This is an optimization exercise on Yosys and OpenROAD, whose aim is a short achievable clock period and few clock cycles, not a production implementation. Function was checked by simulation only, so behaviour that the tests miss may differ from the original. Power is estimated from default activity; no workload was simulated.

oak:
Design cpu_top, start of the top module:
module cpu_top (DIN, Resetn, Clock, Run, Done, BusWires, debug_reg0, debug_reg1,
debug_reg2, debug_reg3, debug_reg4, debug_reg5, debug_reg6, debug_reg7);
clock: 7.5 ns
lec_check: 0
cap_margin: 20
core_margin: 2
core_utilization: 50
gpl_routability_driven: 0
place_density: 0.7
setup_slack_margin: 3.5
slew_margin: 20
synth_hierarchical: 1
synth_minimum_keep_size: 0
run.sh (not shown) runs the stock make flow with config.mk's settings and CLKGATE_MAP_FILE= SYNTH_SCRIPT=/design/flow/synth_recipe.tcl, a recipe that flattens the netlist after the stock synthesis.
oak went all the way through synthesis, placement and routing and the layout is clean on timing, DRC and antenna.
Testbench counts of oak, summed over its fixed seeds: cycles 20,055.
Inputs modified between oak and pine:
- SETUP_SLACK_MARGIN changed from 3.5 to 5
- GPL_ROUTABILITY_DRIVEN removed (was 0)
Notes after the runs:
Diff oak -> pine | final cell count | up by a few percent
Compared with oak, pine shows final area that has gone up by a little under 10%.
For pine, the most common library cell in the layout ignoring fill and taps was sky130_fd_sc_hd__buf_6, unlike oak, where it was sky130_fd_sc_hd__dfrtp_1.
Delta(met2 capacity usage during global routing, pine - oak) > 0
pine: placed instance area higher than oak
The capture point of the worst path comes out g_ltx[1].g_lty[4].g_pair.lt_q$_DFFE_PN0P_ in one run and BusWires[7] in the other, namely in oak and pine respectively.
In pine the final worst-path cycle share turned out 3.8 points lower than in oak.
Looking at first element of the critical path, the DIN[1] result is from pine; the DIN[0] one comes from oak.
In the flow results for oak and pine, the design internal power is larger on pine.
Compared with oak, in pine wire length of the first global-routing pass shows an increase of 14%, layout multi-input combinational cell count shows no meaningful change, total power per unit cell area shows a reduction of about 1.4%.
> inputs changed (pine -> birch)
- swapping 5 for 3.5 in SETUP_SLACK_MARGIN
Findings:
Sort birch and pine by relative slew slack, descending, and pine comes first.
Between pine and birch, power share of the clock group increased.
Sort birch and pine by signal arrival time at the worst endpoint, descending, and pine comes first.
Wire: birch routes less than pine
Compared with pine, birch improves final design area excluding fillers.
Area growth from synthesis to final layout: birch < pine
birch against pine; fmax is up slightly.
birch improves on pine in slack of the critical path.
Between birch and pine, post-route core utilization is lower for birch, pine comes in above that.
Going from pine to birch, number of buffer and inverter instances along the worst setup path shrinks by 2.
The following lists how maple was set up differently from birch:
==> flow/flow/run.sh (new file) <==
#!/bin/bash
# The standard layout, with the resizer free to pick any equivalent cell
# (not only ones of the same footprint) when it repairs timing.
set -euo pipefail
bash standard.sh MATCH_CELL_FOOTPRINT=0 finish > layout.log 2>&1
==> flow/standard.sh (new file) <==
#!/bin/bash
# synth_recipe.tcl (not shown) runs the flow's synth.tcl, then flattens the netlist and writes it again
# the make line also repeats each setting of config.mk as NAME=value (left out here)
make -C /OpenROAD-flow-scripts/flow DESIGN_CONFIG=/design/flow/config.mk WORK_HOME=/design/flow/orfs CLKGATE_MAP_FILE= SYNTH_SCRIPT=/design/flow/synth_recipe.tcl "${@:-finish}"
removed: flow/run.sh
==> run notes <==
- From birch to maple the numbers moved as follows: hold slack held steady; final core area utilization shrank by 2.7 points; top-level I/O count held steady.
- Summary of the comparison: post-synthesis to final-layout area growth is lower in maple, relative to birch.
- The cell area of maple is lower than that of birch.
- maple consumes less power than birch does.
- In maple the initial antenna violation count turned out 1 higher than in birch.
- Global routing usage on met3, maple and birch, lower one = birch.
Relative to maple, the following input files were edited for cedar:
- SETUP_SLACK_MARGIN changed from 3.5 to 3.0
==> flow/run.sh (new file) <==
#!/bin/bash
# synth_recipe.tcl (not shown) runs the flow's synth.tcl, then flattens the netlist and writes it again
# the make line also repeats each setting of config.mk as NAME=value (left out here)
make -C /OpenROAD-flow-scripts/flow DESIGN_CONFIG=/design/flow/config.mk WORK_HOME=/design/flow/orfs CLKGATE_MAP_FILE= SYNTH_SCRIPT=/design/flow/synth_recipe.tcl finish
removed: flow/flow/run.sh
removed: flow/standard.sh
Findings:
cedar: no failed stages, no open violations at the end
Diff maple and cedar: data arrival time at the worst-slack endpoint lower in maple
Re wire length: maple was higher than cedar.
maple -> cedar: number of ordinary and repair buffers in the finished layout increased by a few percent
Run comparison: cedar highest signal layer in the routed design met4; maple highest signal layer in the routed design met5

-- separate check: timing with driven ports --
How much do the figures lean on ideal ports? The routed layouts below were timed once more, with nothing changed but the port constraints.
Step 1 (the two cells are an assumption about what drives the block):
set clk [get_ports {Clock}]
set_driving_cell -lib_cell sky130_fd_sc_hd__clkbuf_16 $clk
set_driving_cell -lib_cell sky130_fd_sc_hd__buf_2 [delete_from_list [all_inputs] $clk]
Step 2 also shifts input and output timing later by t, the mid clock arrival at the registers, as if the neighbouring blocks saw the same clock.
a / b / c = no drivers / after step 1 / after step 2; a / b = the first two.
| run | t (ns) | setup slack, ns | clock arrival spread, ns | worst slew at a driven data input, ns |
|---|---|---|---|---|
| oak | 0.491 | 1.308 / 1.265 / 0.808 | 0.018 / 0.018 | 0.08 |
| pine | 0.510 | 1.592 / 1.537 / 1.088 | 0.022 / 0.022 | 0.12 |
| birch | 0.497 | 1.686 / 1.593 / 1.285 | 0.012 / 0.011 | 0.15 |
| maple | 0.495 | 1.669 / 1.560 / 1.200 | 0.014 / 0.014 | 0.16 |
| cedar | 0.512 | 1.596 / 1.527 / 1.231 | 0.018 / 0.019 | 0.12 |
After both steps every run listed still meets setup and hold. The setup slack of pine, which loses most, moves by -0.055 ns with the drivers and by -0.504 ns with both steps.
